This design comes from an exercise in tuning for small area and a short achievable clock period on the open sky130 flow, not from production work.
Only simulation tests tie the RTL to the original design; equivalence was not proved.
No activity file was given, so power comes from the tool's default toggle rates.

## systolic_array
module systolic_array #(
  parameter int ROW_DIM = 4
) (
  input logic clk, rst,
  input logic en, clear,
  input logic signed [7:0] row0_in, row1_in, row2_in, row3_in,
  input logic signed [7:0] col0_in, col1_in, col2_in, col3_in,
  output logic signed [31:0] mac00, mac01, mac02, mac03,  
  output logic signed [31:0] mac10, mac11, mac12, mac13,
  output logic signed [31:0] mac20, mac21, mac22, mac23,
  output logic signed [31:0] mac30, mac31, mac32, mac33
);
Size in the first run: roughly 60000 um^2 of cells after synthesis.
==> flow/config.mk <==
export PLATFORM = sky130hd
export DESIGN_NAME = systolic_array
export DESIGN_NICKNAME = systolic_array
export VERILOG_FILES = /design/flow/design.v
export SDC_FILE = /design/flow/constraint.sdc
export NUM_CORES = 4
export LEC_CHECK = 0
export CAP_MARGIN = 20
export CORE_MARGIN = 2
export CORE_UTILIZATION = 62
export CTS_BUF_LIST = sky130_fd_sc_hd__clkbuf_4 sky130_fd_sc_hd__clkbuf_8
export SETUP_SLACK_MARGIN = 3.6
export SLEW_MARGIN = 20
export SYNTH_HIERARCHICAL = 1
==> flow/constraint.sdc <==
create_clock -name core_clock -period 9.0 [get_ports {clk}]
set_input_delay 1.8000 -clock core_clock [delete_from_list [all_inputs] [get_ports {clk}]]
set_output_delay 1.8000 -clock core_clock [all_outputs]
set_load 0.01 [all_outputs]
standard.sh (not shown) runs the stock make flow with config.mk's settings and CLKGATE_MAP_FILE= SYNTH_SCRIPT=/design/flow/synth_recipe.tcl, a recipe that flattens the netlist after the stock synthesis.
==> flow/flow/run.sh <==
#!/bin/bash
# Standard ORFS layout with three changes:
#  - after the standard synthesis, full adders are re-polarised (flow/fapol.py)
#    to drop most of the inverters Yosys leaves between them;
#  - input ports are buffered with buf_4 (flow/pre_place.tcl) and output
#    ports with buf_1, instead of the default buffer cell.
# Each tool's output goes to a log file of its own in this folder.
set -euo pipefail
R=orfs/results/${FLOW_PLATFORM}/systolic_array/base
bash standard.sh synth > synth.log 2>&1
python3 flow/fapol.py $R/1_2_yosys.v $R/1_2_yosys_pol.v > fapol.log 2>&1
cp $R/1_2_yosys.v 1_2_yosys_std.v
mv $R/1_2_yosys_pol.v $R/1_2_yosys.v
rm -f $R/1_synth.odb $R/1_synth.sdc
export PRE_GLOBAL_PLACE_TCL=$PWD/flow/pre_place.tcl
export POST_GLOBAL_PLACE_TCL=$PWD/flow/post_place.tcl
export BUFFER_PORTS_ARGS="-outputs -buffer_cell sky130_fd_sc_hd__buf_1"
bash standard.sh finish > layout.log 2>&1
Other scripts of this flow, unchanged in this note and not shown: flow/flow/fapol.py, flow/flow/post_place.tcl, flow/flow/pre_place.tcl
Change:
Settings changed: GPL_ROUTABILITY_DRIVEN from default to 0, PLACE_DENSITY from default to 0.75, SETUP_SLACK_MARGIN 3.6 to 3.7.
What happened:
- die area is unchanged
- worst hold slack gains 0.0097 ns
- setup slack gains 0.088 ns
- first-iteration DRC count went down by 0.58%
- core utilization stays flat
- combinational power hardly moves
- cell count barely changes
- via count went up by 0.58%

---

Starting RTL as in the previous note.
Settings: LEC_CHECK=0, CAP_MARGIN=20, CORE_MARGIN=2, CORE_UTILIZATION=62, CTS_BUF_LIST=sky130_fd_sc_hd__clkbuf_4 sky130_fd_sc_hd__clkbuf_8, PLACE_DENSITY=0.75, SETUP_SLACK_MARGIN=3.7, SLEW_MARGIN=20, SYNTH_HIERARCHICAL=1; clock period 9.0 ns.
Scripts as last shown in full above: flow/flow/run.sh
Other scripts of this flow, unchanged in this note and not shown: flow/flow/fapol.py, flow/flow/post_place.tcl, flow/flow/pre_place.tcl
The starting point passed the timing, design-rule and antenna checks.
Change:
Settings changed: PLACE_DENSITY 0.75 to not set.
Count of clock-buffer cells in the layout rises by 11; flip-flop and latch count stays the same; combinational power is about the same; synthesized cell count does not change; via count falls by 0.79%; register-to-register slack gains 70 ps; sequential share of layout area stays flat; wire length hardly moves; total power falls by 0.44%; clock power falls by about 2%; global-route usage rises by 0.61 points.

---

systolic_array, a different RTL version from the one above (not shown whole).
For scale: ~6300 cells after synthesis, about 580 I/O pins, about 0.062 mm^2 of cells after synthesis.
Settings: LEC_CHECK=0, CAP_MARGIN=20, CORE_MARGIN=2, CORE_UTILIZATION=62, CTS_BUF_LIST=sky130_fd_sc_hd__clkbuf_4 sky130_fd_sc_hd__clkbuf_8, SETUP_SLACK_MARGIN=3.7, SLEW_MARGIN=20, SYNTH_HIERARCHICAL=1; clock period 9.0 ns.
Scripts as last shown in full above: flow/flow/run.sh
Other scripts of this flow, unchanged in this note and not shown: flow/flow/fapol.py, flow/flow/post_place.tcl, flow/flow/pre_place.tcl
Change:
- SETUP_SLACK_MARGIN: 3.7 -> 4.1
Effect: The new run passed the timing, design-rule and antenna checks; critical path depth went down by 1; utilization climbs by 3.9 points; sequential power stays flat; design area rose by 5.5%; routed wire length went up by 8.6%; via count rose by 4.9%.

---

== job 101 ==
systolic_array again, from the RTL that the note above started with.
==> flow/config.mk <==
export PLATFORM = sky130hd
export DESIGN_NAME = systolic_array
export DESIGN_NICKNAME = systolic_array
export VERILOG_FILES = /design/flow/design.v
export SDC_FILE = /design/flow/constraint.sdc
export NUM_CORES = 4
export LEC_CHECK = 0
export CAP_MARGIN = 20
export CORE_MARGIN = 2
export CORE_UTILIZATION = 70
export CTS_BUF_LIST = sky130_fd_sc_hd__clkbuf_4 sky130_fd_sc_hd__clkbuf_8
export SETUP_SLACK_MARGIN = 3.7
export SLEW_MARGIN = 20
export SYNTH_HIERARCHICAL = 1
==> flow/constraint.sdc <==
create_clock -name core_clock -period 9.0 [get_ports {clk}]
set_input_delay 1.8000 -clock core_clock [delete_from_list [all_inputs] [get_ports {clk}]]
set_output_delay 1.8000 -clock core_clock [all_outputs]
set_load 0.01 [all_outputs]
Scripts as last shown in full above: flow/flow/run.sh
Other scripts of this flow, unchanged in this note and not shown: flow/flow/fapol.py, flow/flow/post_place.tcl, flow/flow/pre_place.tcl
> inputs changed (job 101 -> job 102)
Settings: SETUP_SLACK_MARGIN: 3.7 -> 3.9; CORE_UTILIZATION: 70 -> 62.
[summary]
- Job 102 — combinational power about 5% higher, job 101 as reference
- Against job 101, via count in job 102 rose slightly.
- Delta(number of clock buffer instances in the layout, job 102 - job 101) > 0
- NOTE: first-pass GRT wire length in job 102 exceeds that of job 101
- Job 102 ends up with a setup slack after layout that is 0.10 ns higher than in job 101.
- [compare] base=job 101 new=job 102: global-route usage decreased 2.8 points; wire length on met2 grew by 5.7%.

what the ideal ports hide:
In the flow no input, the clock included, has a driving cell. The finished layouts below were timed again as built, in two steps. Step 1, drivers: a clkbuf_16 drives clk and a buf_2 each remaining input, both assumed. Step 2 adds t to the input delays and takes it off the output delays; t is the mean of the earliest and latest rising clock arrival at the registers after step 1. Input paths then give back, and output paths get back, about the clock's delay inside the block. a / b / c = ideal ports / drivers / drivers and shift; a / b = the first two.
run | t, ns | slack for setup (ns) | cell pins on the clock port's net
the first run of note 1 | 0.870 | 3.679 / 3.447 / 2.577 | 1
the second run of note 1 | 0.871 | 3.766 / 3.509 / 2.638 | 1
the first run of note 2 | 0.871 | 3.766 / 3.509 / 2.638 | 1
the second run of note 2 | 0.875 | 3.766 / 3.466 / 2.591 | 1
the first run of note 3 | 0.875 | 3.737 / 3.530 / 2.655 | 1
the second run of note 3 | 0.865 | 3.820 / 3.198 / 2.333 | 1
job 101 | 0.849 | 3.742 / 3.458 / 2.609 | 1
job 102 | 0.873 | 3.843 / 3.339 / 2.467 | 1
After both steps every run listed still meets setup and hold. The setup slack of the second run of note 3, which loses most, moves by -0.622 ns with the drivers and by -1.487 ns with both steps.
